This design comes from an exercise in tuning for small area and a short achievable clock period on the open sky130 flow, not from production work.
The RTL was checked by simulation tests, not by an equivalence proof against the original design.
Power figures rest on the tool's default switching activity, not on a simulated workload.

==> design.v <==
module DECODER(
input  wire [3:2] ALU_FUN,
output wire Arith_Enable,
output wire Logic_Enable,
output wire CMP_Enable,
output wire Shift_Enable
);
assign Arith_Enable = ~ALU_FUN[3] & ~ALU_FUN[2];
assign Logic_Enable = ~ALU_FUN[3] &  ALU_FUN[2];
assign CMP_Enable   =  ALU_FUN[3] & ~ALU_FUN[2];
assign Shift_Enable =  ALU_FUN[3] &  ALU_FUN[2];
endmodule
module MUL_UNIT(
input  wire [15:0] A,
input  wire [15:0] B,
output wire [31:0] P
);
wire [17:0] bb = {B[15], B, 1'b0};
wire [16:0] ax = {A[15], A};
wire [17:0] ay = {A[15], A, 1'b0};
wire neg0 = bb[2];
wire one0 = bb[1] ^ bb[0];
wire two0 = (bb[2] & ~bb[1] & ~bb[0]) | (~bb[2] & bb[1] & bb[0]);
wire [16:0] x0 = A ^ {16{neg0}};
wire [16:0] pp0;
assign pp0[0] = (one0 & x0[0]) | (two0 & neg0);
assign pp0[15:1] = ({15{one0}} & x0[15:1]) | ({15{two0}} & x0[14:0]);
assign pp0[16] = (one0 | two0) & x0[15];
wire neg1 = bb[4];
wire one1 = bb[3] ^ bb[2];
wire two1 = (bb[4] & ~bb[3] & ~bb[2]) | (~bb[4] & bb[3] & bb[2]);
wire [16:0] x1 = A ^ {16{neg1}};
wire [16:0] pp1;
assign pp1[0] = (one1 & x1[0]) | (two1 & neg1);
assign pp1[15:1] = ({15{one1}} & x1[15:1]) | ({15{two1}} & x1[14:0]);
assign pp1[16] = (one1 | two1) & x1[15];
wire neg2 = bb[6];
wire one2 = bb[5] ^ bb[4];
wire two2 = (bb[6] & ~bb[5] & ~bb[4]) | (~bb[6] & bb[5] & bb[4]);
wire [16:0] x2 = A ^ {16{neg2}};
wire [16:0] pp2;
assign pp2[0] = (one2 & x2[0]) | (two2 & neg2);
assign pp2[15:1] = ({15{one2}} & x2[15:1]) | ({15{two2}} & x2[14:0]);
assign pp2[16] = (one2 | two2) & x2[15];
wire neg3 = bb[8];
wire one3 = bb[7] ^ bb[6];
wire two3 = (bb[8] & ~bb[7] & ~bb[6]) | (~bb[8] & bb[7] & bb[6]);
wire [16:0] x3 = A ^ {16{neg3}};
wire [16:0] pp3;
assign pp3[0] = (one3 & x3[0]) | (two3 & neg3);
assign pp3[15:1] = ({15{one3}} & x3[15:1]) | ({15{two3}} & x3[14:0]);
assign pp3[16] = (one3 | two3) & x3[15];
wire neg4 = bb[10];
wire one4 = bb[9] ^ bb[8];
wire two4 = (bb[10] & ~bb[9] & ~bb[8]) | (~bb[10] & bb[9] & bb[8]);
wire [16:0] x4 = A ^ {16{neg4}};
wire [16:0] pp4;
assign pp4[0] = (one4 & x4[0]) | (two4 & neg4);
assign pp4[15:1] = ({15{one4}} & x4[15:1]) | ({15{two4}} & x4[14:0]);
assign pp4[16] = (one4 | two4) & x4[15];
wire neg5 = bb[12];
wire one5 = bb[11] ^ bb[10];
wire two5 = (bb[12] & ~bb[11] & ~bb[10]) | (~bb[12] & bb[11] & bb[10]);
wire [16:0] x5 = A ^ {16{neg5}};
wire [16:0] pp5;
assign pp5[0] = (one5 & x5[0]) | (two5 & neg5);
assign pp5[15:1] = ({15{one5}} & x5[15:1]) | ({15{two5}} & x5[14:0]);
assign pp5[16] = (one5 | two5) & x5[15];
wire neg6 = bb[14];
wire one6 = bb[13] ^ bb[12];
wire two6 = (bb[14] & ~bb[13] & ~bb[12]) | (~bb[14] & bb[13] & bb[12]);
wire [16:0] x6 = A ^ {16{neg6}};
wire [16:0] pp6;
assign pp6[0] = (one6 & x6[0]) | (two6 & neg6);
assign pp6[15:1] = ({15{one6}} & x6[15:1]) | ({15{two6}} & x6[14:0]);
assign pp6[16] = (one6 | two6) & x6[15];
wire neg7 = bb[16];
wire one7 = bb[15] ^ bb[14];
wire two7 = (bb[16] & ~bb[15] & ~bb[14]) | (~bb[16] & bb[15] & bb[14]);
wire [16:0] x7 = A ^ {16{neg7}};
wire [16:0] pp7;
assign pp7[0] = (one7 & x7[0]) | (two7 & neg7);
assign pp7[15:1] = ({15{one7}} & x7[15:1]) | ({15{two7}} & x7[14:0]);
assign pp7[16] = (one7 | two7) & x7[15];
wire fs0 = (neg1 & (one1 | two1)) ^ pp0[2] ^ pp1[0];
wire fc0 = ((neg1 & (one1 | two1)) & pp0[2]) | (((neg1 & (one1 | two1)) ^ pp0[2]) & pp1[0]);
wire fs1 = pp0[3] ^ pp1[1] ^ fc0;
wire fc1 = (pp0[3] & pp1[1]) | ((pp0[3] ^ pp1[1]) & fc0);
wire fs2 = (neg2 & (one2 | two2)) ^ pp0[4] ^ pp1[2];
wire fc2 = ((neg2 & (one2 | two2)) & pp0[4]) | (((neg2 & (one2 | two2)) ^ pp0[4]) & pp1[2]);
wire fs3 = pp2[0] ^ fs2 ^ fc1;
wire fc3 = (pp2[0] & fs2) | ((pp2[0] ^ fs2) & fc1);
wire fs4 = pp0[5] ^ pp1[3] ^ pp2[1];
wire fc4 = (pp0[5] & pp1[3]) | ((pp0[5] ^ pp1[3]) & pp2[1]);
wire fs5 = fc2 ^ fs4 ^ fc3;
wire fc5 = (fc2 & fs4) | ((fc2 ^ fs4) & fc3);
wire fs6 = (neg3 & (one3 | two3)) ^ pp0[6] ^ pp1[4];
wire fc6 = ((neg3 & (one3 | two3)) & pp0[6]) | (((neg3 & (one3 | two3)) ^ pp0[6]) & pp1[4]);
wire fs7 = pp2[2] ^ pp3[0] ^ fc4;
wire fc7 = (pp2[2] & pp3[0]) | ((pp2[2] ^ pp3[0]) & fc4);
wire fs8 = fs6 ^ fs7 ^ fc5;
wire fc8 = (fs6 & fs7) | ((fs6 ^ fs7) & fc5);
wire fs9 = pp0[7] ^ pp1[5] ^ pp2[3];
wire fc9 = (pp0[7] & pp1[5]) | ((pp0[7] ^ pp1[5]) & pp2[3]);
wire fs10 = pp3[1] ^ fc6 ^ fs9;
wire fc10 = (pp3[1] & fc6) | ((pp3[1] ^ fc6) & fs9);
wire fs11 = fc7 ^ fs10 ^ fc8;
wire fc11 = (fc7 & fs10) | ((fc7 ^ fs10) & fc8);
wire fs12 = (neg4 & (one4 | two4)) ^ pp0[8] ^ pp1[6];
wire fc12 = ((neg4 & (one4 | two4)) & pp0[8]) | (((neg4 & (one4 | two4)) ^ pp0[8]) & pp1[6]);
wire fs13 = pp2[4] ^ pp3[2] ^ pp4[0];
wire fc13 = (pp2[4] & pp3[2]) | ((pp2[4] ^ pp3[2]) & pp4[0]);
wire fs14 = fc9 ^ fs12 ^ fs13;
wire fc14 = (fc9 & fs12) | ((fc9 ^ fs12) & fs13);
wire fs15 = fc10 ^ fs14 ^ fc11;
wire fc15 = (fc10 & fs14) | ((fc10 ^ fs14) & fc11);
wire fs16 = pp0[9] ^ pp1[7] ^ pp2[5];
wire fc16 = (pp0[9] & pp1[7]) | ((pp0[9] ^ pp1[7]) & pp2[5]);
wire fs17 = pp3[3] ^ pp4[1] ^ fc12;
wire fc17 = (pp3[3] & pp4[1]) | ((pp3[3] ^ pp4[1]) & fc12);
wire fs18 = fc13 ^ fs16 ^ fs17;
wire fc18 = (fc13 & fs16) | ((fc13 ^ fs16) & fs17);
wire fs19 = fc14 ^ fs18 ^ fc15;
wire fc19 = (fc14 & fs18) | ((fc14 ^ fs18) & fc15);
wire fs20 = (neg5 & (one5 | two5)) ^ pp0[10] ^ pp1[8];
wire fc20 = ((neg5 & (one5 | two5)) & pp0[10]) | (((neg5 & (one5 | two5)) ^ pp0[10]) & pp1[8]);
wire fs21 = pp2[6] ^ pp3[4] ^ pp4[2];
wire fc21 = (pp2[6] & pp3[4]) | ((pp2[6] ^ pp3[4]) & pp4[2]);
wire fs22 = pp5[0] ^ fc16 ^ fs20;
wire fc22 = (pp5[0] & fc16) | ((pp5[0] ^ fc16) & fs20);
wire fs23 = fs21 ^ fc17 ^ fs22;
wire fc23 = (fs21 & fc17) | ((fs21 ^ fc17) & fs22);
wire fs24 = fc18 ^ fs23 ^ fc19;
wire fc24 = (fc18 & fs23) | ((fc18 ^ fs23) & fc19);
wire fs25 = pp0[11] ^ pp1[9] ^ pp2[7];
wire fc25 = (pp0[11] & pp1[9]) | ((pp0[11] ^ pp1[9]) & pp2[7]);
wire fs26 = pp3[5] ^ pp4[3] ^ pp5[1];
wire fc26 = (pp3[5] & pp4[3]) | ((pp3[5] ^ pp4[3]) & pp5[1]);
wire fs27 = fc20 ^ fc21 ^ fs25;
wire fc27 = (fc20 & fc21) | ((fc20 ^ fc21) & fs25);
wire fs28 = fs26 ^ fc22 ^ fs27;
wire fc28 = (fs26 & fc22) | ((fs26 ^ fc22) & fs27);
wire fs29 = fc23 ^ fs28 ^ fc24;
wire fc29 = (fc23 & fs28) | ((fc23 ^ fs28) & fc24);
wire fs30 = (neg6 & (one6 | two6)) ^ pp0[12] ^ pp1[10];
wire fc30 = ((neg6 & (one6 | two6)) & pp0[12]) | (((neg6 & (one6 | two6)) ^ pp0[12]) & pp1[10]);
wire fs31 = pp2[8] ^ pp3[6] ^ pp4[4];
wire fc31 = (pp2[8] & pp3[6]) | ((pp2[8] ^ pp3[6]) & pp4[4]);
wire fs32 = pp5[2] ^ pp6[0] ^ fc25;
wire fc32 = (pp5[2] & pp6[0]) | ((pp5[2] ^ pp6[0]) & fc25);
wire fs33 = fc26 ^ fs30 ^ fs31;
wire fc33 = (fc26 & fs30) | ((fc26 ^ fs30) & fs31);
wire fs34 = fs32 ^ fc27 ^ fs33;
wire fc34 = (fs32 & fc27) | ((fs32 ^ fc27) & fs33);
wire fs35 = fc28 ^ fs34 ^ fc29;
wire fc35 = (fc28 & fs34) | ((fc28 ^ fs34) & fc29);
wire fs36 = pp0[13] ^ pp1[11] ^ pp2[9];
wire fc36 = (pp0[13] & pp1[11]) | ((pp0[13] ^ pp1[11]) & pp2[9]);
wire fs37 = pp3[7] ^ pp4[5] ^ pp5[3];
wire fc37 = (pp3[7] & pp4[5]) | ((pp3[7] ^ pp4[5]) & pp5[3]);
wire fs38 = pp6[1] ^ fc30 ^ fc31;
wire fc38 = (pp6[1] & fc30) | ((pp6[1] ^ fc30) & fc31);
wire fs39 = fs36 ^ fs37 ^ fc32;
wire fc39 = (fs36 & fs37) | ((fs36 ^ fs37) & fc32);
wire fs40 = fs38 ^ fc33 ^ fs39;
wire fc40 = (fs38 & fc33) | ((fs38 ^ fc33) & fs39);
wire fs41 = fc34 ^ fs40 ^ fc35;
wire fc41 = (fc34 & fs40) | ((fc34 ^ fs40) & fc35);
wire fs42 = (neg7 & (one7 | two7)) ^ pp0[14] ^ pp1[12];
wire fc42 = ((neg7 & (one7 | two7)) & pp0[14]) | (((neg7 & (one7 | two7)) ^ pp0[14]) & pp1[12]);
wire fs43 = pp2[10] ^ pp3[8] ^ pp4[6];
wire fc43 = (pp2[10] & pp3[8]) | ((pp2[10] ^ pp3[8]) & pp4[6]);
wire fs44 = pp5[4] ^ pp6[2] ^ pp7[0];
wire fc44 = (pp5[4] & pp6[2]) | ((pp5[4] ^ pp6[2]) & pp7[0]);
wire fs45 = fc36 ^ fc37 ^ fs42;
wire fc45 = (fc36 & fc37) | ((fc36 ^ fc37) & fs42);
wire fs46 = fs43 ^ fs44 ^ fc38;
wire fc46 = (fs43 & fs44) | ((fs43 ^ fs44) & fc38);
wire fs47 = fs45 ^ fc39 ^ fs46;
wire fc47 = (fs45 & fc39) | ((fs45 ^ fc39) & fs46);
wire fs48 = fc40 ^ fs47 ^ fc41;
wire fc48 = (fc40 & fs47) | ((fc40 ^ fs47) & fc41);
wire fs49 = pp0[15] ^ pp1[13] ^ pp2[11];
wire fc49 = (pp0[15] & pp1[13]) | ((pp0[15] ^ pp1[13]) & pp2[11]);
wire fs50 = pp3[9] ^ pp4[7] ^ pp5[5];
wire fc50 = (pp3[9] & pp4[7]) | ((pp3[9] ^ pp4[7]) & pp5[5]);
wire fs51 = pp6[3] ^ pp7[1] ^ fc42;
wire fc51 = (pp6[3] & pp7[1]) | ((pp6[3] ^ pp7[1]) & fc42);
wire fs52 = fc43 ^ fc44 ^ fs49;
wire fc52 = (fc43 & fc44) | ((fc43 ^ fc44) & fs49);
wire fs53 = fs50 ^ fs51 ^ fc45;
wire fc53 = (fs50 & fs51) | ((fs50 ^ fs51) & fc45);
wire fs54 = fs52 ^ fc46 ^ fs53;
wire fc54 = (fs52 & fc46) | ((fs52 ^ fc46) & fs53);
wire fs55 = fc47 ^ fs54 ^ fc48;
wire fc55 = (fc47 & fs54) | ((fc47 ^ fs54) & fc48);
wire fs56 = 1'b1 ^ pp1[14] ^ pp2[12];
wire fc56 = (1'b1 & pp1[14]) | ((1'b1 ^ pp1[14]) & pp2[12]);
wire fs57 = pp3[10] ^ pp4[8] ^ pp5[6];
wire fc57 = (pp3[10] & pp4[8]) | ((pp3[10] ^ pp4[8]) & pp5[6]);
wire fs58 = pp6[4] ^ pp7[2] ^ ~pp0[16];
wire fc58 = (pp6[4] & pp7[2]) | ((pp6[4] ^ pp7[2]) & ~pp0[16]);
wire fs59 = fc49 ^ fc50 ^ fs56;
wire fc59 = (fc49 & fc50) | ((fc49 ^ fc50) & fs56);
wire fs60 = fs57 ^ fs58 ^ fc51;
wire fc60 = (fs57 & fs58) | ((fs57 ^ fs58) & fc51);
wire fs61 = fc52 ^ fs59 ^ fs60;
wire fc61 = (fc52 & fs59) | ((fc52 ^ fs59) & fs60);
wire fs62 = fc53 ^ fs61 ^ fc54;
wire fc62 = (fc53 & fs61) | ((fc53 ^ fs61) & fc54);
wire fs63 = 1'b1 ^ pp1[15] ^ pp2[13];
wire fc63 = (1'b1 & pp1[15]) | ((1'b1 ^ pp1[15]) & pp2[13]);
wire fs64 = pp3[11] ^ pp4[9] ^ pp5[7];
wire fc64 = (pp3[11] & pp4[9]) | ((pp3[11] ^ pp4[9]) & pp5[7]);
wire fs65 = pp6[5] ^ pp7[3] ^ fc56;
wire fc65 = (pp6[5] & pp7[3]) | ((pp6[5] ^ pp7[3]) & fc56);
wire fs66 = fc57 ^ fc58 ^ fs63;
wire fc66 = (fc57 & fc58) | ((fc57 ^ fc58) & fs63);
wire fs67 = fs64 ^ fs65 ^ fc59;
wire fc67 = (fs64 & fs65) | ((fs64 ^ fs65) & fc59);
wire fs68 = fs66 ^ fc60 ^ fs67;
wire fc68 = (fs66 & fc60) | ((fs66 ^ fc60) & fs67);
wire fs69 = fc61 ^ fs68 ^ fc62;
wire fc69 = (fc61 & fs68) | ((fc61 ^ fs68) & fc62);
wire fs70 = pp2[14] ^ pp3[12] ^ pp4[10];
wire fc70 = (pp2[14] & pp3[12]) | ((pp2[14] ^ pp3[12]) & pp4[10]);
wire fs71 = pp5[8] ^ pp6[6] ^ pp7[4];
wire fc71 = (pp5[8] & pp6[6]) | ((pp5[8] ^ pp6[6]) & pp7[4]);
wire fs72 = ~pp1[16] ^ fc63 ^ fc64;
wire fc72 = (~pp1[16] & fc63) | ((~pp1[16] ^ fc63) & fc64);
wire fs73 = fs70 ^ fs71 ^ fc65;
wire fc73 = (fs70 & fs71) | ((fs70 ^ fs71) & fc65);
wire fs74 = fs72 ^ fc66 ^ fs73;
wire fc74 = (fs72 & fc66) | ((fs72 ^ fc66) & fs73);
wire fs75 = fc67 ^ fs74 ^ fc68;
wire fc75 = (fc67 & fs74) | ((fc67 ^ fs74) & fc68);
wire fs76 = 1'b1 ^ pp2[15] ^ pp3[13];
wire fc76 = (1'b1 & pp2[15]) | ((1'b1 ^ pp2[15]) & pp3[13]);
wire fs77 = pp4[11] ^ pp5[9] ^ pp6[7];
wire fc77 = (pp4[11] & pp5[9]) | ((pp4[11] ^ pp5[9]) & pp6[7]);
wire fs78 = pp7[5] ^ fc70 ^ fc71;
wire fc78 = (pp7[5] & fc70) | ((pp7[5] ^ fc70) & fc71);
wire fs79 = fs76 ^ fs77 ^ fc72;
wire fc79 = (fs76 & fs77) | ((fs76 ^ fs77) & fc72);
wire fs80 = fs78 ^ fc73 ^ fs79;
wire fc80 = (fs78 & fc73) | ((fs78 ^ fc73) & fs79);
wire fs81 = fc74 ^ fs80 ^ fc75;
wire fc81 = (fc74 & fs80) | ((fc74 ^ fs80) & fc75);
wire fs82 = pp3[14] ^ pp4[12] ^ pp5[10];
wire fc82 = (pp3[14] & pp4[12]) | ((pp3[14] ^ pp4[12]) & pp5[10]);
wire fs83 = pp6[8] ^ pp7[6] ^ ~pp2[16];
wire fc83 = (pp6[8] & pp7[6]) | ((pp6[8] ^ pp7[6]) & ~pp2[16]);
wire fs84 = fc76 ^ fc77 ^ fs82;
wire fc84 = (fc76 & fc77) | ((fc76 ^ fc77) & fs82);
wire fs85 = fs83 ^ fc78 ^ fs84;
wire fc85 = (fs83 & fc78) | ((fs83 ^ fc78) & fs84);
wire fs86 = fc79 ^ fs85 ^ fc80;
wire fc86 = (fc79 & fs85) | ((fc79 ^ fs85) & fc80);
wire fs87 = 1'b1 ^ pp3[15] ^ pp4[13];
wire fc87 = (1'b1 & pp3[15]) | ((1'b1 ^ pp3[15]) & pp4[13]);
wire fs88 = pp5[11] ^ pp6[9] ^ pp7[7];
wire fc88 = (pp5[11] & pp6[9]) | ((pp5[11] ^ pp6[9]) & pp7[7]);
wire fs89 = fc82 ^ fc83 ^ fs87;
wire fc89 = (fc82 & fc83) | ((fc82 ^ fc83) & fs87);
wire fs90 = fs88 ^ fc84 ^ fs89;
wire fc90 = (fs88 & fc84) | ((fs88 ^ fc84) & fs89);
wire fs91 = fc85 ^ fs90 ^ fc86;
wire fc91 = (fc85 & fs90) | ((fc85 ^ fs90) & fc86);
wire fs92 = pp4[14] ^ pp5[12] ^ pp6[10];
wire fc92 = (pp4[14] & pp5[12]) | ((pp4[14] ^ pp5[12]) & pp6[10]);
wire fs93 = pp7[8] ^ ~pp3[16] ^ fc87;
wire fc93 = (pp7[8] & ~pp3[16]) | ((pp7[8] ^ ~pp3[16]) & fc87);
wire fs94 = fc88 ^ fs92 ^ fs93;
wire fc94 = (fc88 & fs92) | ((fc88 ^ fs92) & fs93);
wire fs95 = fc89 ^ fc90 ^ fs94;
wire fc95 = (fc89 & fc90) | ((fc89 ^ fc90) & fs94);
wire fs96 = 1'b1 ^ pp4[15] ^ pp5[13];
wire fc96 = (1'b1 & pp4[15]) | ((1'b1 ^ pp4[15]) & pp5[13]);
wire fs97 = pp6[11] ^ pp7[9] ^ fc92;
wire fc97 = (pp6[11] & pp7[9]) | ((pp6[11] ^ pp7[9]) & fc92);
wire fs98 = fs96 ^ fc93 ^ fs97;
wire fc98 = (fs96 & fc93) | ((fs96 ^ fc93) & fs97);
wire fs99 = fc94 ^ fs98 ^ fc95;
wire fc99 = (fc94 & fs98) | ((fc94 ^ fs98) & fc95);
wire fs100 = pp5[14] ^ pp6[12] ^ pp7[10];
wire fc100 = (pp5[14] & pp6[12]) | ((pp5[14] ^ pp6[12]) & pp7[10]);
wire fs101 = ~pp4[16] ^ fc96 ^ fs100;
wire fc101 = (~pp4[16] & fc96) | ((~pp4[16] ^ fc96) & fs100);
wire fs102 = fc97 ^ fs101 ^ fc98;
wire fc102 = (fc97 & fs101) | ((fc97 ^ fs101) & fc98);
wire fs103 = 1'b1 ^ pp5[15] ^ pp6[13];
wire fc103 = (1'b1 & pp5[15]) | ((1'b1 ^ pp5[15]) & pp6[13]);
wire fs104 = pp7[11] ^ fc100 ^ fs103;
wire fc104 = (pp7[11] & fc100) | ((pp7[11] ^ fc100) & fs103);
wire fs105 = fc101 ^ fs104 ^ fc102;
wire fc105 = (fc101 & fs104) | ((fc101 ^ fs104) & fc102);
wire fs106 = pp6[14] ^ pp7[12] ^ ~pp5[16];
wire fc106 = (pp6[14] & pp7[12]) | ((pp6[14] ^ pp7[12]) & ~pp5[16]);
wire fs107 = fc103 ^ fs106 ^ fc104;
wire fc107 = (fc103 & fs106) | ((fc103 ^ fs106) & fc104);
wire fs108 = 1'b1 ^ pp6[15] ^ pp7[13];
wire fc108 = (1'b1 & pp6[15]) | ((1'b1 ^ pp6[15]) & pp7[13]);
wire fs109 = fc106 ^ fs108 ^ fc107;
wire fc109 = (fc106 & fs108) | ((fc106 ^ fs108) & fc107);
wire fs110 = pp7[14] ^ ~pp6[16] ^ fc108;
wire fc110 = (pp7[14] & ~pp6[16]) | ((pp7[14] ^ ~pp6[16]) & fc108);
wire fs111 = 1'b1 ^ pp7[15] ^ fc110;
wire fc111 = (1'b1 & pp7[15]) | ((1'b1 ^ pp7[15]) & fc110);
wire [31:0] ra = {1'b1, ~pp7[16], fs111, fs110, fs109, fs107, fs105, fs102, fs99, fs95, fs91, fs86, fs81, fs75, fs69, fs62, fs55, fs48, fs41, fs35, fs29, fs24, fs19, fs15, fs11, fs8, fs5, fs3, fs1, fs0, pp0[1], (neg0 & (one0 | two0))};
wire [31:0] rb = {1'b0, fc111, 1'b0, fc109, 1'b0, fc105, 1'b0, fc99, 1'b0, fc91, 1'b0, fc81, 1'b0, fc69, 1'b0, fc55, 1'b0, 1'b0, 1'b0, 1'b0, 1'b0, 1'b0, 1'b0, 1'b0, 1'b0, 1'b0, 1'b0, 1'b0, 1'b0, 1'b0, 1'b0, pp0[0]};
wire [32:0] cc;
assign cc[0] = 1'b0;
genvar gi;
generate for (gi = 0; gi < 32; gi = gi + 1) begin : fin
  assign P[gi] = ra[gi] ^ rb[gi] ^ cc[gi];
  assign cc[gi+1] = (ra[gi] & rb[gi]) | ((ra[gi] ^ rb[gi]) & cc[gi]);
end endgenerate
endmodule
module DIV_UNIT(
input  wire [15:0] A,
input  wire [15:0] B,
output wire [16:0] Q
);
wire [15:0] aor, bor;
assign aor[0] = 1'b0;
assign bor[0] = 1'b0;
genvar gk;
generate for (gk = 1; gk < 16; gk = gk + 1) begin : mag
  assign aor[gk] = aor[gk-1] | A[gk-1];
  assign bor[gk] = bor[gk-1] | B[gk-1];
end endgenerate
wire [15:0] a = A ^ (aor & {16{A[15]}});
wire [15:0] b = B ^ (bor & {16{B[15]}});
wire [15:0] nb = ~b;
wire [15:0] q;
wire [0:0] r0, g0_0, t0_0, x0;
assign r0 = a[15];
assign g0_0 = r0 & nb[0:0];
assign t0_0 = r0 | nb[0:0];
wire hz0 = B[15] ? ((&B[15:1]) & (|B[0:0])) : ~|B[15:1];
assign q[15] = hz0 & t0_0[0];
wire [0:0] c0 = {1'b1};
wire [0:0] m0 = r0 ^ ({1{q[15]}} & (b[0:0] ~^ c0));
wire [1:0] r1, g1_0, t1_0, x1;
assign r1 = {m0, a[14]};
assign g1_0 = r1 & nb[1:0];
assign t1_0 = r1 | nb[1:0];
wire G1_0 = g1_0[1] | (t1_0[1] & t1_0[0]);
wire hz1 = B[15] ? ((&B[15:2]) & (|B[1:0])) : ~|B[15:2];
assign q[14] = hz1 & G1_0;
wire [1:0] c1 = {t1_0[0], 1'b1};
wire [1:0] m1 = r1 ^ ({2{q[14]}} & (b[1:0] ~^ c1));
wire [2:0] r2, g2_0, t2_0, x2;
assign r2 = {m1, a[13]};
assign g2_0 = r2 & nb[2:0];
assign t2_0 = r2 | nb[2:0];
wire G2_0 = g2_0[1] | (t2_0[1] & t2_0[0]);
wire G2_1 = g2_0[2] | (t2_0[2] & G2_0);
wire hz2 = B[15] ? ((&B[15:3]) & (|B[2:0])) : ~|B[15:3];
assign q[13] = hz2 & G2_1;
wire [2:0] c2 = {G2_0, t2_0[0], 1'b1};
wire [2:0] m2 = r2 ^ ({3{q[13]}} & (b[2:0] ~^ c2));
wire [3:0] r3, g3_0, t3_0, x3;
assign r3 = {m2, a[12]};
assign g3_0 = r3 & nb[3:0];
assign t3_0 = r3 | nb[3:0];
wire G3_0 = g3_0[1] | (t3_0[1] & t3_0[0]);
wire G3_1 = g3_0[2] | (t3_0[2] & G3_0);
wire G3_2 = g3_0[3] | (t3_0[3] & G3_1);
wire hz3 = B[15] ? ((&B[15:4]) & (|B[3:0])) : ~|B[15:4];
assign q[12] = hz3 & G3_2;
wire [3:0] c3 = {G3_1, G3_0, t3_0[0], 1'b1};
wire [3:0] m3 = r3 ^ ({4{q[12]}} & (b[3:0] ~^ c3));
wire [4:0] r4, g4_0, t4_0, x4;
assign r4 = {m3, a[11]};
assign g4_0 = r4 & nb[4:0];
assign t4_0 = r4 | nb[4:0];
wire G4_0 = g4_0[1] | (t4_0[1] & t4_0[0]);
wire G4_1 = g4_0[2] | (t4_0[2] & G4_0);
wire G4_2 = g4_0[3] | (t4_0[3] & G4_1);
wire G4_3 = g4_0[4] | (t4_0[4] & G4_2);
wire hz4 = B[15] ? ((&B[15:5]) & (|B[4:0])) : ~|B[15:5];
assign q[11] = hz4 & G4_3;
wire [4:0] c4 = {G4_2, G4_1, G4_0, t4_0[0], 1'b1};
wire [4:0] m4 = r4 ^ ({5{q[11]}} & (b[4:0] ~^ c4));
wire [5:0] r5, g5_0, t5_0, x5;
assign r5 = {m4, a[10]};
assign g5_0 = r5 & nb[5:0];
assign t5_0 = r5 | nb[5:0];
wire G5_0 = g5_0[1] | (t5_0[1] & t5_0[0]);
wire G5_1 = g5_0[2] | (t5_0[2] & G5_0);
wire G5_2 = g5_0[3] | (t5_0[3] & G5_1);
wire G5_3 = g5_0[4] | (t5_0[4] & G5_2);
wire G5_4 = g5_0[5] | (t5_0[5] & G5_3);
wire hz5 = B[15] ? ((&B[15:6]) & (|B[5:0])) : ~|B[15:6];
assign q[10] = hz5 & G5_4;
wire [5:0] c5 = {G5_3, G5_2, G5_1, G5_0, t5_0[0], 1'b1};
wire [5:0] m5 = r5 ^ ({6{q[10]}} & (b[5:0] ~^ c5));
wire [6:0] r6, g6_0, t6_0, x6;
assign r6 = {m5, a[9]};
assign g6_0 = r6 & nb[6:0];
assign t6_0 = r6 | nb[6:0];
wire G6_0 = g6_0[1] | (t6_0[1] & t6_0[0]);
wire G6_1 = g6_0[2] | (t6_0[2] & G6_0);
wire G6_2 = g6_0[3] | (t6_0[3] & G6_1);
wire G6_3 = g6_0[4] | (t6_0[4] & G6_2);
wire G6_4 = g6_0[5] | (t6_0[5] & G6_3);
wire G6_5 = g6_0[6] | (t6_0[6] & G6_4);
wire hz6 = B[15] ? ((&B[15:7]) & (|B[6:0])) : ~|B[15:7];
assign q[9] = hz6 & G6_5;
wire [6:0] c6 = {G6_4, G6_3, G6_2, G6_1, G6_0, t6_0[0], 1'b1};
wire [6:0] m6 = r6 ^ ({7{q[9]}} & (b[6:0] ~^ c6));
wire [7:0] r7, g7_0, t7_0, x7;
assign r7 = {m6, a[8]};
assign g7_0 = r7 & nb[7:0];
assign t7_0 = r7 | nb[7:0];
wire G7_0 = g7_0[1] | (t7_0[1] & t7_0[0]);
wire G7_1 = g7_0[2] | (t7_0[2] & G7_0);
wire G7_2 = g7_0[3] | (t7_0[3] & G7_1);
wire G7_3 = g7_0[4] | (t7_0[4] & G7_2);
wire G7_4 = g7_0[5] | (t7_0[5] & G7_3);
wire G7_5 = g7_0[6] | (t7_0[6] & G7_4);
wire G7_6 = g7_0[7] | (t7_0[7] & G7_5);
wire hz7 = B[15] ? ((&B[15:8]) & (|B[7:0])) : ~|B[15:8];
assign q[8] = hz7 & G7_6;
wire [7:0] c7 = {G7_5, G7_4, G7_3, G7_2, G7_1, G7_0, t7_0[0], 1'b1};
wire [7:0] m7 = r7 ^ ({8{q[8]}} & (b[7:0] ~^ c7));
wire [8:0] r8, g8_0, t8_0, x8;
assign r8 = {m7, a[7]};
assign g8_0 = r8 & nb[8:0];
assign t8_0 = r8 | nb[8:0];
wire G8_0 = g8_0[1] | (t8_0[1] & t8_0[0]);
wire G8_1 = g8_0[2] | (t8_0[2] & G8_0);
wire G8_2 = g8_0[3] | (t8_0[3] & G8_1);
wire G8_3 = g8_0[4] | (t8_0[4] & G8_2);
wire G8_4 = g8_0[5] | (t8_0[5] & G8_3);
wire G8_5 = g8_0[6] | (t8_0[6] & G8_4);
wire G8_6 = g8_0[7] | (t8_0[7] & G8_5);
wire G8_7 = g8_0[8] | (t8_0[8] & G8_6);
wire hz8 = B[15] ? ((&B[15:9]) & (|B[8:0])) : ~|B[15:9];
assign q[7] = hz8 & G8_7;
wire [8:0] c8 = {G8_6, G8_5, G8_4, G8_3, G8_2, G8_1, G8_0, t8_0[0], 1'b1};
wire [8:0] m8 = r8 ^ ({9{q[7]}} & (b[8:0] ~^ c8));
wire [9:0] r9, g9_0, t9_0, x9;
assign r9 = {m8, a[6]};
assign g9_0 = r9 & nb[9:0];
assign t9_0 = r9 | nb[9:0];
wire G9_0 = g9_0[1] | (t9_0[1] & t9_0[0]);
wire G9_1 = g9_0[2] | (t9_0[2] & G9_0);
wire G9_2 = g9_0[3] | (t9_0[3] & G9_1);
wire G9_3 = g9_0[4] | (t9_0[4] & G9_2);
wire G9_4 = g9_0[5] | (t9_0[5] & G9_3);
wire G9_5 = g9_0[6] | (t9_0[6] & G9_4);
wire G9_6 = g9_0[7] | (t9_0[7] & G9_5);
wire G9_7 = g9_0[8] | (t9_0[8] & G9_6);
wire G9_8 = g9_0[9] | (t9_0[9] & G9_7);
wire hz9 = B[15] ? ((&B[15:10]) & (|B[9:0])) : ~|B[15:10];
assign q[6] = hz9 & G9_8;
wire [9:0] c9 = {G9_7, G9_6, G9_5, G9_4, G9_3, G9_2, G9_1, G9_0, t9_0[0], 1'b1};
wire [9:0] m9 = r9 ^ ({10{q[6]}} & (b[9:0] ~^ c9));
wire [10:0] r10, g10_0, t10_0, x10;
assign r10 = {m9, a[5]};
assign g10_0 = r10 & nb[10:0];
assign t10_0 = r10 | nb[10:0];
wire G10_0 = g10_0[1] | (t10_0[1] & t10_0[0]);
wire G10_1 = g10_0[2] | (t10_0[2] & G10_0);
wire G10_2 = g10_0[3] | (t10_0[3] & G10_1);
wire G10_3 = g10_0[4] | (t10_0[4] & G10_2);
wire G10_4 = g10_0[5] | (t10_0[5] & G10_3);
wire G10_5 = g10_0[6] | (t10_0[6] & G10_4);
wire G10_6 = g10_0[7] | (t10_0[7] & G10_5);
wire G10_7 = g10_0[8] | (t10_0[8] & G10_6);
wire G10_8 = g10_0[9] | (t10_0[9] & G10_7);
wire G10_9 = g10_0[10] | (t10_0[10] & G10_8);
wire hz10 = B[15] ? ((&B[15:11]) & (|B[10:0])) : ~|B[15:11];
assign q[5] = hz10 & G10_9;
wire [10:0] c10 = {G10_8, G10_7, G10_6, G10_5, G10_4, G10_3, G10_2, G10_1, G10_0, t10_0[0], 1'b1};
wire [10:0] m10 = r10 ^ ({11{q[5]}} & (b[10:0] ~^ c10));
wire [11:0] r11, g11_0, t11_0, x11;
assign r11 = {m10, a[4]};
assign g11_0 = r11 & nb[11:0];
assign t11_0 = r11 | nb[11:0];
wire G11_0 = g11_0[1] | (t11_0[1] & t11_0[0]);
wire G11_1 = g11_0[2] | (t11_0[2] & G11_0);
wire G11_2 = g11_0[3] | (t11_0[3] & G11_1);
wire G11_3 = g11_0[4] | (t11_0[4] & G11_2);
wire G11_4 = g11_0[5] | (t11_0[5] & G11_3);
wire G11_5 = g11_0[6] | (t11_0[6] & G11_4);
wire G11_6 = g11_0[7] | (t11_0[7] & G11_5);
wire G11_7 = g11_0[8] | (t11_0[8] & G11_6);
wire G11_8 = g11_0[9] | (t11_0[9] & G11_7);
wire G11_9 = g11_0[10] | (t11_0[10] & G11_8);
wire G11_10 = g11_0[11] | (t11_0[11] & G11_9);
wire hz11 = B[15] ? ((&B[15:12]) & (|B[11:0])) : ~|B[15:12];
assign q[4] = hz11 & G11_10;
wire [11:0] c11 = {G11_9, G11_8, G11_7, G11_6, G11_5, G11_4, G11_3, G11_2, G11_1, G11_0, t11_0[0], 1'b1};
wire [11:0] m11 = r11 ^ ({12{q[4]}} & (b[11:0] ~^ c11));
wire [12:0] r12, g12_0, t12_0, x12;
assign r12 = {m11, a[3]};
assign g12_0 = r12 & nb[12:0];
assign t12_0 = r12 | nb[12:0];
wire G12_0 = g12_0[1] | (t12_0[1] & t12_0[0]);
wire G12_1 = g12_0[2] | (t12_0[2] & G12_0);
wire G12_2 = g12_0[3] | (t12_0[3] & G12_1);
wire G12_3 = g12_0[4] | (t12_0[4] & G12_2);
wire G12_4 = g12_0[5] | (t12_0[5] & G12_3);
wire G12_5 = g12_0[6] | (t12_0[6] & G12_4);
wire G12_6 = g12_0[7] | (t12_0[7] & G12_5);
wire G12_7 = g12_0[8] | (t12_0[8] & G12_6);
wire G12_8 = g12_0[9] | (t12_0[9] & G12_7);
wire G12_9 = g12_0[10] | (t12_0[10] & G12_8);
wire G12_10 = g12_0[11] | (t12_0[11] & G12_9);
wire G12_11 = g12_0[12] | (t12_0[12] & G12_10);
wire hz12 = B[15] ? ((&B[15:13]) & (|B[12:0])) : ~|B[15:13];
assign q[3] = hz12 & G12_11;
wire [12:0] c12 = {G12_10, G12_9, G12_8, G12_7, G12_6, G12_5, G12_4, G12_3, G12_2, G12_1, G12_0, t12_0[0], 1'b1};
wire [12:0] m12 = r12 ^ ({13{q[3]}} & (b[12:0] ~^ c12));
wire [13:0] r13, g13_0, t13_0, x13;
assign r13 = {m12, a[2]};
assign g13_0 = r13 & nb[13:0];
assign t13_0 = r13 | nb[13:0];
wire G13_0 = g13_0[1] | (t13_0[1] & t13_0[0]);
wire G13_1 = g13_0[2] | (t13_0[2] & G13_0);
wire G13_2 = g13_0[3] | (t13_0[3] & G13_1);
wire G13_3 = g13_0[4] | (t13_0[4] & G13_2);
wire G13_4 = g13_0[5] | (t13_0[5] & G13_3);
wire G13_5 = g13_0[6] | (t13_0[6] & G13_4);
wire G13_6 = g13_0[7] | (t13_0[7] & G13_5);
wire G13_7 = g13_0[8] | (t13_0[8] & G13_6);
wire G13_8 = g13_0[9] | (t13_0[9] & G13_7);
wire G13_9 = g13_0[10] | (t13_0[10] & G13_8);
wire G13_10 = g13_0[11] | (t13_0[11] & G13_9);
wire G13_11 = g13_0[12] | (t13_0[12] & G13_10);
wire G13_12 = g13_0[13] | (t13_0[13] & G13_11);
wire hz13 = B[15] ? ((&B[15:14]) & (|B[13:0])) : ~|B[15:14];
assign q[2] = hz13 & G13_12;
wire [13:0] c13 = {G13_11, G13_10, G13_9, G13_8, G13_7, G13_6, G13_5, G13_4, G13_3, G13_2, G13_1, G13_0, t13_0[0], 1'b1};
wire [13:0] m13 = r13 ^ ({14{q[2]}} & (b[13:0] ~^ c13));
wire [14:0] r14, g14_0, t14_0, x14;
assign r14 = {m13, a[1]};
assign g14_0 = r14 & nb[14:0];
assign t14_0 = r14 | nb[14:0];
wire G14_0 = g14_0[1] | (t14_0[1] & t14_0[0]);
wire G14_1 = g14_0[2] | (t14_0[2] & G14_0);
wire G14_2 = g14_0[3] | (t14_0[3] & G14_1);
wire G14_3 = g14_0[4] | (t14_0[4] & G14_2);
wire G14_4 = g14_0[5] | (t14_0[5] & G14_3);
wire G14_5 = g14_0[6] | (t14_0[6] & G14_4);
wire G14_6 = g14_0[7] | (t14_0[7] & G14_5);
wire G14_7 = g14_0[8] | (t14_0[8] & G14_6);
wire G14_8 = g14_0[9] | (t14_0[9] & G14_7);
wire G14_9 = g14_0[10] | (t14_0[10] & G14_8);
wire G14_10 = g14_0[11] | (t14_0[11] & G14_9);
wire G14_11 = g14_0[12] | (t14_0[12] & G14_10);
wire G14_12 = g14_0[13] | (t14_0[13] & G14_11);
wire G14_13 = g14_0[14] | (t14_0[14] & G14_12);
wire hz14 = B[15] ? ((&B[15:15]) & (|B[14:0])) : ~|B[15:15];
assign q[1] = hz14 & G14_13;
wire [14:0] c14 = {G14_12, G14_11, G14_10, G14_9, G14_8, G14_7, G14_6, G14_5, G14_4, G14_3, G14_2, G14_1, G14_0, t14_0[0], 1'b1};
wire [14:0] m14 = r14 ^ ({15{q[1]}} & (b[14:0] ~^ c14));
wire [15:0] r15, g15_0, t15_0, x15;
assign r15 = {m14, a[0]};
assign g15_0 = r15 & nb[15:0];
assign t15_0 = r15 | nb[15:0];
wire G15_0 = g15_0[1] | (t15_0[1] & t15_0[0]);
wire G15_1 = g15_0[2] | (t15_0[2] & G15_0);
wire G15_2 = g15_0[3] | (t15_0[3] & G15_1);
wire G15_3 = g15_0[4] | (t15_0[4] & G15_2);
wire G15_4 = g15_0[5] | (t15_0[5] & G15_3);
wire G15_5 = g15_0[6] | (t15_0[6] & G15_4);
wire G15_6 = g15_0[7] | (t15_0[7] & G15_5);
wire G15_7 = g15_0[8] | (t15_0[8] & G15_6);
wire G15_8 = g15_0[9] | (t15_0[9] & G15_7);
wire G15_9 = g15_0[10] | (t15_0[10] & G15_8);
wire G15_10 = g15_0[11] | (t15_0[11] & G15_9);
wire G15_11 = g15_0[12] | (t15_0[12] & G15_10);
wire G15_12 = g15_0[13] | (t15_0[13] & G15_11);
wire G15_13 = g15_0[14] | (t15_0[14] & G15_12);
wire G15_14 = g15_0[15] | (t15_0[15] & G15_13);
assign q[0] = 1'b1 & G15_14;
wire        bz  = ~|B;
wire        neg = A[15] ^ B[15];
wire [16:0] qq  = {1'b0, q & {16{~bz}}};
wire [16:0] qor;
assign qor[0] = 1'b0;
assign qor[1] = 1'b0;
generate for (gk = 2; gk < 17; gk = gk + 1) begin : qmag
  assign qor[gk] = qor[gk-1] | qq[gk-1];
end endgenerate
assign Q = qq ^ ({16'b0, 1'b0} | ({17{neg}} & (qor | {{16{qq[0]}}, 1'b0})));
endmodule
module LOGIC_UNIT(
input  wire [15:0] A,
input  wire [15:0] B,
input  wire [1:0]  ALU_FUN,
input  wire        En,
output wire [15:0] Y
);
wire v0 = En &  ALU_FUN[1];                 
wire v1 = En & (ALU_FUN[0] ^ ALU_FUN[1]);   
wire v2 = En & ~ALU_FUN[1];                 
wire [15:0] both = A & B;
wire [15:0] any  = A | B;
assign Y = (both & {16{v2}}) | (~both & any & {16{v1}}) | (~any & {16{v0}});
endmodule
module CMP_UNIT(
input  wire [1:0] ALU_FUN,
input  wire       eq,    
input  wire       ge,    
output wire [1:0] Y
);
wire hit = (ALU_FUN == 2'b01) ? eq :
           (ALU_FUN == 2'b10) ? (ge & ~eq) :
           (ALU_FUN == 2'b11) ? ~ge : 1'b0;
assign Y = ALU_FUN & {2{hit}};
endmodule
module SHIFT_UNIT(
input  wire [15:0] A,
input  wire [15:0] B,
input  wire [1:0]  ALU_FUN,
input  wire        En,
output wire [15:0] Y
);
wire sar = En & ~ALU_FUN[1] & ~ALU_FUN[0];
wire sal = En & ~ALU_FUN[1] &  ALU_FUN[0];
wire sbr = En &  ALU_FUN[1] & ~ALU_FUN[0];
wire sbl = En &  ALU_FUN[1] &  ALU_FUN[0];
assign Y = ({1'b0, A[15:1]} & {16{sar}}) | ({A[14:0], 1'b0} & {16{sal}}) |
           ({1'b0, B[15:1]} & {16{sbr}}) | ({B[14:0], 1'b0} & {16{sbl}});
endmodule
module ALU_Top #(parameter width = 16 ,
                   Arith_width = width + width ,
                   Logic_width = width,
                   CMP_width   = width,
                   Shift_width = width)(
input wire [width-1:0] A,
input wire [width-1:0] B,
input wire CLK,
input wire RST,
input wire [3:0] ALU_FUN,
output reg  [Arith_width-1:0]  Arith_OUT,
output reg                     Carry_OUT,
output reg                     Arith_Flag,
output reg  [Logic_width-1:0]  Logic_OUT,
output reg                     Logic_Flag,
output reg  [CMP_width-1:0]    CMP_OUT,
output reg                     CMP_Flag,
output reg  [Shift_width-1:0]  Shift_OUT,
output reg                     Shift_Flag
);
wire Arith_Enable, Logic_Enable, CMP_Enable, Shift_Enable;
DECODER u_decoder(
.ALU_FUN(ALU_FUN[3:2]),
.Arith_Enable(Arith_Enable),
.Logic_Enable(Logic_Enable),
.CMP_Enable(CMP_Enable),
.Shift_Enable(Shift_Enable)
);
wire        sub = ALU_FUN[0] | ALU_FUN[3];
wire [15:0] bx  = B ^ {16{sub}};
wire [15:0] s16;
wire [16:0] cy;
assign cy[0] = sub;
genvar gi;
generate for (gi = 0; gi < 16; gi = gi + 1) begin : add
  assign s16[gi]  = A[gi] ^ bx[gi] ^ cy[gi];
  assign cy[gi+1] = (A[gi] & bx[gi]) | ((A[gi] ^ bx[gi]) & cy[gi]);
end endgenerate
wire        c16 = cy[16];                    
wire        sgn = A[15] ^ bx[15] ^ c16;      
wire        eq  = ~|s16;                     
wire [31:0] prod;
wire [16:0] quot;
MUL_UNIT u_mul(.A(A), .B(B), .P(prod));
DIV_UNIT u_div(.A(A), .B(B), .Q(quot));
wire sel_s = Arith_Enable & ~ALU_FUN[1];
wire sel_m = Arith_Enable &  ALU_FUN[1] & ~ALU_FUN[0];
wire sel_d = Arith_Enable &  ALU_FUN[1] &  ALU_FUN[0];
wire [32:0] arith = ({33{sel_s}} & {{16{sgn}}, sgn, s16}) |
                    ({33{sel_m}} & {prod[31], prod}) |
                    ({33{sel_d}} & {{16{quot[16]}}, quot});
wire [15:0] logic_res;
LOGIC_UNIT u_logic(.A(A), .B(B), .ALU_FUN(ALU_FUN[1:0]), .En(Logic_Enable), .Y(logic_res));
wire [1:0] cmp_res;
CMP_UNIT u_cmp(.ALU_FUN(ALU_FUN[1:0]), .eq(eq), .ge(c16), .Y(cmp_res));
wire [15:0] shift_res;
SHIFT_UNIT u_shift(.A(A), .B(B), .ALU_FUN(ALU_FUN[1:0]), .En(Shift_Enable), .Y(shift_res));
always @(posedge CLK, negedge RST) begin
  if (!RST) begin
    Arith_OUT  <= 32'b0;
    Carry_OUT  <= 1'b0;
    Arith_Flag <= 1'b0;
    Logic_OUT  <= 16'b0;
    Logic_Flag <= 1'b0;
    CMP_OUT    <= 16'b0;
    CMP_Flag   <= 1'b0;
    Shift_OUT  <= 16'b0;
    Shift_Flag <= 1'b0;
  end else begin
    Arith_OUT  <= arith[31:0];
    if (Arith_Enable)
      Carry_OUT <= arith[32];
    Arith_Flag <= Arith_Enable;
    Logic_OUT  <= logic_res;
    Logic_Flag <= Logic_Enable;
    CMP_OUT    <= {14'b0, cmp_res & {2{CMP_Enable}}};
    CMP_Flag   <= CMP_Enable;
    Shift_OUT  <= shift_res;
    Shift_Flag <= Shift_Enable;
  end
end
endmodule
==> run.sh <==
#!/bin/bash
# synth_recipe.tcl (not shown) runs the flow's synth.tcl, then flattens the netlist and writes it again
# the make line also repeats each setting of config.mk as NAME=value (left out here)
make -C /OpenROAD-flow-scripts/flow DESIGN_CONFIG=/design/flow/config.mk WORK_HOME=/design/flow/orfs CLKGATE_MAP_FILE= SYNTH_SCRIPT=/design/flow/synth_recipe.tcl finish
==> config.mk <==
export PLATFORM = sky130hd
export DESIGN_NAME = ALU_Top
export DESIGN_NICKNAME = ALU_Top
export VERILOG_FILES = /design/flow/design.v
export SDC_FILE = /design/flow/constraint.sdc
export NUM_CORES = 4
export LEC_CHECK = 0
export ABC_AREA = 1
export CAP_MARGIN = 20
export CORE_MARGIN = 2
export CORE_UTILIZATION = 40
export SLEW_MARGIN = 20
==> constraint.sdc <==
create_clock -name core_clock -period 95.0 [get_ports {CLK}]
set_input_delay 19.0000 -clock core_clock [delete_from_list [all_inputs] [get_ports {CLK}]]
set_output_delay 19.0000 -clock core_clock [all_outputs]
set_load 0.01 [all_outputs]
==> flow_summary_export.csv, run 1 <==
group,metric,value,unit
clock_network,cts_tree,"built",
worst_hold_path,hold_path_class,"flop to flop",
timing,fin_skew,0,ps
timing,finalCriticalPeriod,38970,ps
clock_network,clock-sinks,71,
power_and_ir_drop,power.total,0.362,mW
synth,ys_ff_latch,71,
detailed_routing,ant_nets,0,
floorplan,core_area,42000,um2
finish,area_delta_synth_final,10.6,%
setup_path,endpoint_kind,"flop",
synth,synth-seq-area-share,10.4,%
timing,setup_violations,0,
finish,nNetsFinal,2787,
finish,layout_commonest_cell,"nand2_1",
setup_path,cpMaxStageDelayCell,"clkdlybuf4s50_1",
power_and_ir_drop,vdd_ir_drop_max,0.0174,mV
floorplan,die_area,44300,um2
finish,final_cell_mix,"nand2_1, inv_1, nand3_1",
placed_design,dp_cells,3068,
synth,yosys-top-cells-area,"fa_1, nand2_1, xor2_1, dfrtp_1, nand3_1",
timing,worst_pin_slew,943,ps
setup_path,start_kind,"input pin",
detailed_routing,post_drt_wl_per_cell,19.6,um
timing,finalCritPeriodShare,41.0,%
synth,synth_edf_count,0,
floorplan,start_util,40.5,%
timing,drv_slew,0,
global_route,gr-total-overflow,0,
finish,drive_above_1_share,8.49,%
run_status,outcome,"no timing/DRC/antenna violations",
clock_network,cts.clk_slew.worst_paths,60,ps
setup_path,crit_arrival,39180,ps
timing,finalSetupTns,0,ps
clock_network,cts-root-buf,"clkbuf_16",
synth,synth_top_family_by_area,"simple AND/OR/NAND/NOR gates",
clock_network,cts_buffers,9,
synth,synth_adder_area_share,21.0,%
timing,slew_headroom,36.8,%
clock_network,clk_latency,350,ps
clock_network,ctsResizeCount,0,
detailed_routing,first_pass_iters,7,
finish,fin_cells,3086,
setup_path,cp_max_fo,17,
synth,synth_warnings,1,
clock_network,cts-htree-levels,3,
global_route,antenna_found_initial,2,
floorplan,die_x,210,um
global_route,grt_usage,27.3,%
placed_design,numPortBuffers,108,
global_route,grt_pass1_vias,16200,
placed_design,place_congestion,0.939,
synth,synth_compound_area_share,11.6,%
floorplan,placementRows,75,
synth,synth_area,17000,um2
synth,synth_top_area_cell,"fa_1",
synth,synth_simple_gate_area_share,32.3,%
synth,ys_types,58,
global_route,grt_max_degree,74,
synth,yosys.area.top_type_share,15.0,%
finish,utilization,44.8,%
timing,rsz0062_at_grt,"false",
detailed_routing,vias,17200,
setup_path,path_common_cell,"nand3_2",
setup_path,crit_required,95210,ps
synth,synthArstFlopShare,100,%
setup_path,slowest_delay,860,ps
detailed_routing,avgViaCountPerCell,5.56,
synth,synth.area.mux_share,0,%
synth,ys.flop_type,"dfrtp_1",
floorplan,dieHeight,210,um
power_and_ir_drop,p_per_area,19.2,nW/um2
clock_network,hold_buffers,0,
timing,fmax,25.7,MHz
synth,synthXorXnorAreaFrac,13.0,%
clock_network,clockBufferDepth,2,
flow_run,drv_cap,0,
power_and_ir_drop,leakage,9.17,nW
timing,whs,514,ps
synth,syn_inst,2509,
floorplan,io-pin-count,123,
detailed_routing,drc_errors,0,
synth,syn_area_per_cell,6.79,um2
detailed_routing,drtIter0Drc,1873,
detailed_routing,drt_wl_total,60500,um
placed_design,dp_hpwl,46400,um
setup_path,crit_type,"input pin to flop",
global_route,grt_first_pass_wirelength,94300,um
clock_network,post_cts_buffers,0,
timing,finalHoldViolations,0,
-- state kept, by name (all words and copies together) (netlist names) --
register	cells
Logic_Flag	1
Arith_OUT	32
Carry_OUT	1
CMP_OUT	2
Shift_OUT	16
Arith_Flag	1
CMP_Flag	1
Logic_OUT	16
Shift_Flag	1
-- per-layer routing --
layer | part of all wire (%) | up-vias | global-route usage (%)
li1 | - | 8085 | -
met1 | 46 | 8100 | 40.4
met2 | 42 | 864 | 40.9
met3 | 9.7 | 114 | 4.93
met4 | 2.8 | 0 | 6.97
met5 | 0 | - | 0
-- synth_stat cells (all sizes together) (9+ instances only) --
cell    number
clkbuf      82
nand2      661
inv        340
a22oi       97
nor2       108
ha          81
nand4       43
nand3      341
clkinv      10
fa         128
dfrtp       71
a21oi       43
xor2       227
o21ai      112
buf         62
a21boi       9
o211ai      14
o22ai       15
xnor2       25
-- cell type report --
class,instances,area (um2)
Sequential cell,71,1780
Multi-Input combinational cell,1957,13400
Tap cell,539,674
Clock buffer,9,225
Clock inverter,7,103
Fill cell,4318,23200
Antenna cell,2,5.00
Timing Repair Buffer,151,1390
Inverter,350,1320
-- worst paths after layout --
kind / to / depth (start not counted) / start / slack (ps)
min: Carry_OUT$_DFFE_PN0P_ / 2 / Carry_OUT$_DFFE_PN0P_ / 510
max reg2reg: Carry_OUT$_DFFE_PN0P_ / 2 / Carry_OUT$_DFFE_PN0P_ / 94360
max: Arith_OUT[17]$_DFF_PN0_ / 170 / A[2] / 56030
max in group asynchronous: CMP_OUT[0]$_DFF_PN0_ / 2 / RST / 75520
min in group asynchronous: Shift_OUT[0]$_DFF_PN0_ / 1 / RST / 18500
min reg2reg: Carry_OUT$_DFFE_PN0P_ / 2 / Carry_OUT$_DFFE_PN0P_ / 510
-- through the flow --
| step | area [um2] | setup WS [ps] |
|---|---|---|
| final | 18800 | 56030 |
| after global routing | 18800 | 53520 |
| after CTS | 18800 | 56250 |
| after detailed placement | 18500 | 55950 |
| after global placement | 18500 | 56560 |
| after floorplan | 17100 | 60220 |
-- critical path, delay by kind of cell --
kind | cells | cell delay, ps
AND/OR/NAND/NOR | 141 | 13900
XOR/XNOR | 8 | 1900
buffers and inverters | 15 | 2470
AO/OA/AOI/OAI | 6 | 1830
-- power by group --
group	total, mW	switching [mW]	internal (mW)
registers	0.0361	0.00153	0.0346
clock network	0.0386	0.0153	0.0233
logic	0.287	0.175	0.112
-- cells by family (layout without fill, tap and decap cells) --
family,after synthesis,in the layout
DFF,71,71
other,1,16
adders and majority gates,209,209
AOI/OAI and AO/OA,310,310
buffers and inverters,494,517
xor gates and xnor gates,252,252
and+or+nand+nor,1172,1172
==> run 2: changes to the inputs <==
--- a/design.v
+++ b/design.v
@@ -596,12 +596,10 @@
 input  wire        En,
 output wire [15:0] Y
 );
-wire v0 = En &  ALU_FUN[1];                 
-wire v1 = En & (ALU_FUN[0] ^ ALU_FUN[1]);   
-wire v2 = En & ~ALU_FUN[1];                 
-wire [15:0] both = A & B;
-wire [15:0] any  = A | B;
-assign Y = (both & {16{v2}}) | (~both & any & {16{v1}}) | (~any & {16{v0}});
+wire en_t = En & ~ALU_FUN[1];    
+wire en_n = En &  ALU_FUN[1];    
+wire [15:0] t = (A & B) | (A & {16{ALU_FUN[0]}}) | (B & {16{ALU_FUN[0]}});
+assign Y = (t & {16{en_t}}) | (~t & {16{en_n}});
 endmodule
 module CMP_UNIT(
 input  wire [1:0] ALU_FUN,
@@ -621,12 +619,10 @@
 input  wire        En,
 output wire [15:0] Y
 );
-wire sar = En & ~ALU_FUN[1] & ~ALU_FUN[0];
-wire sal = En & ~ALU_FUN[1] &  ALU_FUN[0];
-wire sbr = En &  ALU_FUN[1] & ~ALU_FUN[0];
-wire sbl = En &  ALU_FUN[1] &  ALU_FUN[0];
-assign Y = ({1'b0, A[15:1]} & {16{sar}}) | ({A[14:0], 1'b0} & {16{sal}}) |
-           ({1'b0, B[15:1]} & {16{sbr}}) | ({B[14:0], 1'b0} & {16{sbl}});
+wire [15:0] x = ALU_FUN[1] ? B : A;
+wire en_r = En & ~ALU_FUN[0];
+wire en_l = En &  ALU_FUN[0];
+assign Y = ({1'b0, x[15:1]} & {16{en_r}}) | ({x[14:0], 1'b0} & {16{en_l}});
 endmodule
 module ALU_Top #(parameter width = 16 ,
                    Arith_width = width + width ,
==> run 2 against run 1 <==
Compared with the run above:
- critical path depth rose by 1
- utilization fell by 0.56 points
- critical path type unchanged
- global-route usage fell by 0.69 points
- largest cell class unchanged
- still clean on timing, DRC and antenna
==> flow_summary_export.csv, run 2 <==
group,metric,value,unit
clock_network,cts-htree-levels,3,
synth,synth_warnings,1,
floorplan,die_x,209,um
timing,finalCriticalPeriod,39100,ps
detailed_routing,first_pass_iters,7,
timing,fin_skew,0,ps
synth,synth_common_cells,"nand2_1, inv_1, nand3_1, xor2_1, o21ai_0",
floorplan,placementRows,75,
finish,final_cell_mix,"nand2_1, inv_1, nand3_1",
detailed_routing,vias,16800,
worst_hold_path,whs_path_depth,2,
detailed_routing,post_drt_wl_per_cell,19.0,um
clock_network,hold_buffers,0,
clock_network,ctsResizeCount,0,
setup_path,cp_max_fo,17,
clock_network,clk_latency,360,ps
finish,reg_top3,"Arith_OUT: 32 flops, Logic_OUT: 16 flops, Shift_OUT: 16 flops",
clock_network,clock-sinks,71,
synth,syn_area_per_cell,6.81,um2
power_and_ir_drop,p_per_area,18.9,nW/um2
timing,finalCritPeriodShare,41.2,%
synth,synth_top_area_cell,"fa_1",
synth,ys_types,63,
setup_path,endpoint_kind,"flop",
floorplan,io-pin-count,123,
timing,fmax,25.6,MHz
global_route,grt_first_pass_wirelength,91200,um
clock_network,clockBufferDepth,2,
finish,antennaDiodeCount,0,
synth,synthArstFlopShare,100,%
setup_path,start_kind,"input pin",
power_and_ir_drop,p_seq_share,10.4,%
run_status,outcome,"no timing/DRC/antenna violations",
timing,setup_violations,0,
clock_network,cts_tree,"built",
finish,layout_commonest_cell,"nand2_1",
power_and_ir_drop,combPwrFrac,79.6,%
global_route,antenna_found_initial,0,
detailed_routing,ant_nets,0,
floorplan,die_area,43800,um2
floorplan,dieHeight,209,um
power_and_ir_drop,p_sw_share,52.5,%
synth,synth_area,16900,um2
detailed_routing,drc_errors,0,
finish,area_delta_synth_final,9.69,%
flow_run,drv_cap,0,
global_route,grt_max_degree,72,
synth,yosys-top-cells-area,"fa_1, nand2_1, xor2_1, dfrtp_1, nand3_1",
synth,syn_inst,2473,
setup_path,crit_required,95220,ps
clock_network,cts_buffers,9,
setup_path,crit_arrival,39320,ps
power_and_ir_drop,power.total,0.350,mW
clock_network,cts.clk_slew.worst_paths,60,ps
finish,largest_reg_flops,32,
power_and_ir_drop,power_switching,0.184,mW
timing,rsz0062_at_grt,"false",
synth,synth-seq-area-share,10.5,%
synth,synth.most_common_cell,"nand2_1",
placed_design,numPortBuffers,108,
finish,regMostFlops,"Arith_OUT",
global_route,grt_usage,26.6,%
timing,slew_headroom,29.4,%
synth,ys_ff_latch,71,
clock_network,cts-root-buf,"clkbuf_16",
power_and_ir_drop,vdd_ir_drop_max,0.0133,mV
setup_path,slowest_delay,910,ps
setup_path,path_common_cell,"nand3_2",
power_and_ir_drop,leakage,8.95,nW
detailed_routing,avgViaCountPerCell,5.50,
power_and_ir_drop,intPower,0.166,mW
floorplan,core_area,41800,um2
synth,synth_edf_count,0,
timing,finalSetupTns,0,ps
finish,drive_above_1_share,8.41,%
floorplan,start_util,40.4,%
synth,yosys.area.top_type_share,15.2,%
global_route,grt_pass1_vias,16300,
synth,ys.flop_type,"dfrtp_1",
global_route,gr-total-overflow,0,
power_and_ir_drop,clkPwrFrac,10.0,%
clock_network,post_cts_buffers,0,
setup_path,cpMaxStageDelayCell,"clkdlybuf4s50_1",
placed_design,dp_hpwl,44500,um
finish,nNetsFinal,2724,
setup_path,worst_r2r_path_depth,2,
timing,worst_pin_slew,1060,ps
detailed_routing,drtIter0Drc,1615,
timing,drv_slew,0,
worst_hold_path,hold_path_class,"flop to flop",
placed_design,place_congestion,0.949,
setup_path,crit_type,"input pin to flop",
detailed_routing,drt_wl_total,57900,um
timing,finalHoldViolations,0,
-- run 2: metal layers --
layer | routed length (um) | global-route usage, % | vias to the layer above
li1 | - | - | 7989
met1 | 25800 | 36.7 | 7986
met2 | 25600 | 42.1 | 670
met3 | 4510 | 4.25 | 111
met4 | 2010 | 9.75 | 0
met5 | 0 | 0 | -
-- run 2: stage by stage --
stage	cell area, um2	instances	util [%]	setup slack [ps]	hold slack [ps]
finish	18500	3047	44.3	55900	518
global route	18500	3047	44.3	53280	545
CTS	18500	3047	44.3	56140	533
detailed placement	18200	3031	43.6	55840	513
global placement	18200	3031	43.6	56320	509
floorplan	16900	2486	-	60210	532
-- run 2: area by class of cell --
class,count,area [um2]
Clock inverter,6,68.8
Fill cell,4344,23300
Inverter,345,1310
Multi-Input combinational cell,1925,13000
Clock buffer,10,229
Timing Repair Buffer,151,1390
Sequential cell,71,1780
Tap cell,539,674
-- run 2: cells by family (layout without fill, tap and decap cells) --
| kind of cell | count (synthesis) | after routing | share of synthesized area [%] |
|---|---|---|---|
| other cells | 1 | 14 | 0.0223 |
| compound gates | 339 | 339 | 12.7 |
| buf+inv | 490 | 512 | 12.6 |
| simple gates | 1137 | 1137 | 31.7 |
| flops | 71 | 71 | 10.5 |
| xor+xnor | 252 | 252 | 13.1 |
| fa+ha+maj | 183 | 183 | 19.3 |
-- run 2: critical path: cells and delay by family --
family,cells,cell delay (ps)
AND/OR/NAND/NOR,145,14590
buffers and inverters,13,2300
XOR/XNOR,7,1680
AO/OA/AOI/OAI,6,1640
-- run 2: power by group through the flow --
stage | registers, mW | clock network [mW] | logic, mW
4_1_cts | 0.0364 | 0.0360 | 0.278
3_3_place_gp | 0.0369 | 0 | 0.270
6_report | 0.0363 | 0.0349 | 0.279
3_5_place_dp | 0.0369 | 0 | 0.275
5_1_grt | 0.0366 | 0.0372 | 0.319
2_1_floorplan | 0.0386 | 0 | 0.193
-- run 2: path summary, 6_finish.rpt --
kind / from / endpoint / slack [ps]
min reg2reg: Carry_OUT$_DFFE_PN0P_ / Carry_OUT$_DFFE_PN0P_ / 520
min: Carry_OUT$_DFFE_PN0P_ / Carry_OUT$_DFFE_PN0P_ / 520
min in group asynchronous: RST / Arith_OUT[23]$_DFF_PN0_ / 18770
max reg2reg: Carry_OUT$_DFFE_PN0P_ / Carry_OUT$_DFFE_PN0P_ / 94340
max: A[4] / Arith_OUT[18]$_DFF_PN0_ / 55900
max in group asynchronous: RST / Arith_OUT[0]$_DFF_PN0_ / 75630
==> run 3: changes to the inputs <==
--- a/config.mk
+++ b/config.mk
@@ -9,4 +9,5 @@
 export CAP_MARGIN = 20
 export CORE_MARGIN = 2
 export CORE_UTILIZATION = 40
+export PLACE_DENSITY = 0.75
 export SLEW_MARGIN = 20
==> run 3 against run 2 <==
Compared with the run above:
- clock skew unchanged
- sequential cell count did not move
- critical path depth unchanged
- synthesized area is the same
- combinational power up 2%
- hold slack gained 23 ps
- total power is 0.62% higher
- non-clock buffer count decreased by 5
- fmax is 0.41% lower
- setup slack worse by 160 ps
- critical path type unchanged
==> flow_summary_export.csv, run 3 <==
group,metric,value,unit
timing,finalCritPeriodShare,41.3,%
timing,finalCriticalPeriod,39270,ps
synth,synth_top_area_cell,"fa_1",
detailed_routing,ant_nets,0,
timing,fmax,25.5,MHz
synth,synth_edf_count,0,
setup_path,slowest_delay,940,ps
finish,fin_cells,3042,
synth,ys.flop_type,"dfrtp_1",
floorplan,placementRows,75,
synth,yosys-top-cells-area,"fa_1, nand2_1, xor2_1, dfrtp_1, nand3_1",
detailed_routing,post_drt_wl_per_cell,18.8,um
setup_path,crit_required,95260,ps
detailed_routing,drtIter0Drc,1682,
setup_path,cpMaxStageDelayCell,"clkdlybuf4s50_1",
clock_network,clk_latency,340,ps
finish,final_cell_mix,"nand2_1, inv_1, nand3_1",
power_and_ir_drop,vdd_ir_drop_max,0.0209,mV
setup_path,cp_max_fo,17,
global_route,antenna_found_initial,3,
synth,ys_types,63,
floorplan,die_area,43800,um2
setup_path,crit_type,"input pin to flop",
power_and_ir_drop,leakage,8.91,nW
timing,worst_pin_slew,1070,ps
global_route,grt_usage,25.7,%
finish,layout_commonest_cell,"nand2_1",
floorplan,die_x,209,um
placed_design,dp_cells,3026,
finish,area_delta_synth_final,9.40,%
detailed_routing,drc_errors,0,
power_and_ir_drop,power.total,0.352,mW
clock_network,cts.clk_slew.worst_paths,60,ps
timing,drv_slew,0,
synth,synth_area,16900,um2
setup_path,endpoint_kind,"flop",
clock_network,hold_buffers,0,
finish,fill_cells,4216,
setup_path,path_common_cell,"nand3_2",
floorplan,start_util,40.4,%
timing,slew_headroom,28.9,%
clock_network,ctsResizeCount,0,
synth,syn_inst,2473,
power_and_ir_drop,p_per_area,19.1,nW/um2
finish,reg_top3,"Arith_OUT: 32 flops, Logic_OUT: 16 flops, Shift_OUT: 16 flops",
synth,synth.most_common_cell,"nand2_1",
worst_hold_path,hold_path_class,"flop to flop",
synth,synth-seq-area-share,10.5,%
placed_design,numPortBuffers,108,
synth,syn_area_per_cell,6.81,um2
placed_design,dp_hpwl,43600,um
setup_path,crit_arrival,39530,ps
synth,yosys.area.top_type_share,15.2,%
floorplan,dieHeight,209,um
finish,largest_reg_flops,32,
finish,antennaDiodeCount,0,
timing,whs,541,ps
global_route,grt_pass1_vias,16600,
placed_design,place_congestion,1.01,
global_route,gr-total-overflow,0,
finish,drive_above_1_share,8.27,%
clock_network,cts_tree,"built",
clock_network,cts_buffers,9,
clock_network,clock-sinks,71,
detailed_routing,first_pass_iters,7,
global_route,grt_first_pass_wirelength,89600,um
clock_network,post_cts_buffers,0,
detailed_routing,avgViaCountPerCell,5.67,
detailed_routing,vias,17300,
run_status,outcome,"no timing/DRC/antenna violations",
global_route,grt_max_degree,72,
timing,fin_skew,0,ps
finish,regMostFlops,"Arith_OUT",
synth,synth_warnings,1,
timing,finalHoldViolations,0,
timing,setup_violations,0,
flow_run,drv_cap,0,
timing,rsz0062_at_grt,"false",
finish,nNetsFinal,2719,
synth,ys_ff_latch,71,
detailed_routing,drt_wl_total,57200,um
synth,synthArstFlopShare,100,%
timing,setup_slack,55730,ps
clock_network,cts-root-buf,"clkbuf_16",
floorplan,io-pin-count,123,
setup_path,start_kind,"input pin",
timing,finalSetupTns,0,ps
clock_network,cts-htree-levels,3,
floorplan,core_area,41800,um2
clock_network,clockBufferDepth,2,
placed_design,place_ws,55780,ps
synth,synth_common_cells,"nand2_1, inv_1, nand3_1, xor2_1, o21ai_0",
-- run 3: final timing paths --
kind / cells past startpoint / from / endpoint / slack, ps
hold reg to reg: 2 / Carry_OUT$_DFFE_PN0P_ / Carry_OUT$_DFFE_PN0P_ / 540
hold / removal: 2 / Carry_OUT$_DFFE_PN0P_ / Carry_OUT$_DFFE_PN0P_ / 540
setup reg to reg: 2 / Carry_OUT$_DFFE_PN0P_ / Carry_OUT$_DFFE_PN0P_ / 94320
max in group asynchronous: 2 / RST / Logic_OUT[14]$_DFF_PN0_ / 75580
setup / recovery: 171 / A[4] / Arith_OUT[30]$_DFF_PN0_ / 55730
min in group asynchronous: 2 / RST / Arith_OUT[24]$_DFF_PN0_ / 18830
-- run 3: logic make-up (layout without fill, tap and decap cells) --
family | after synthesis | count (layout) | share of synthesized area, %
buf+inv | 490 | 507 | 12.6
compound gates | 339 | 339 | 12.7
simple gates | 1137 | 1137 | 31.7
fa+ha+maj | 183 | 183 | 19.3
xor+xnor | 252 | 252 | 13.1
flops | 71 | 71 | 10.5
other cells | 1 | 14 | 0.0223
-- run 3: per-layer routing --
metal,global-route usage [%],part of all wire (%),vias to the layer above
met1,34.5,42,8252
met3,4.01,9.1,170
li1,-,-,7990
met5,0,0.054,-
met2,41.7,45,841
met4,10.0,4.0,6
-- run 3: final cells by class --
| class | count | area (um2) | area share, % |
|---|---|---|---|
| multi-input cells | 1925 | 13000 | 70.7 |
| flip-flops and latches | 71 | 1780 | 9.64 |
| repair buffers | 146 | 1350 | 7.33 |
| inverters | 345 | 1310 | 7.11 |
| well taps | 539 | 674 | 3.66 |
| clock buffers | 9 | 225 | 1.22 |
| clock inverters | 7 | 63.8 | 0.346 |
-- run 3: worst max-delay path: cells and delay by family --
family,cells,cell delay [ps]
AO/OA/AOI/OAI,6,1600
XOR/XNOR,8,1830
buffers and inverters,16,2620
AND/OR/NAND/NOR,141,14380
-- run 3: per-stage QoR --
step	cell area [um2]	utilization, %
after floorplan	16900	-
after global placement	18100	43.4
after detailed placement	18100	43.4
after CTS	18400	44.1
after global routing	18400	44.1
final	18400	44.1
-- run 3: power by group --
part | total (mW) | leakage (nW) | switching [mW] | internal (mW)
combinational | 0.284 | 7.82 | 0.172 | 0.112
clock | 0.0324 | 0.136 | 0.0142 | 0.0182
sequential | 0.0359 | 0.955 | 0.00140 | 0.0345
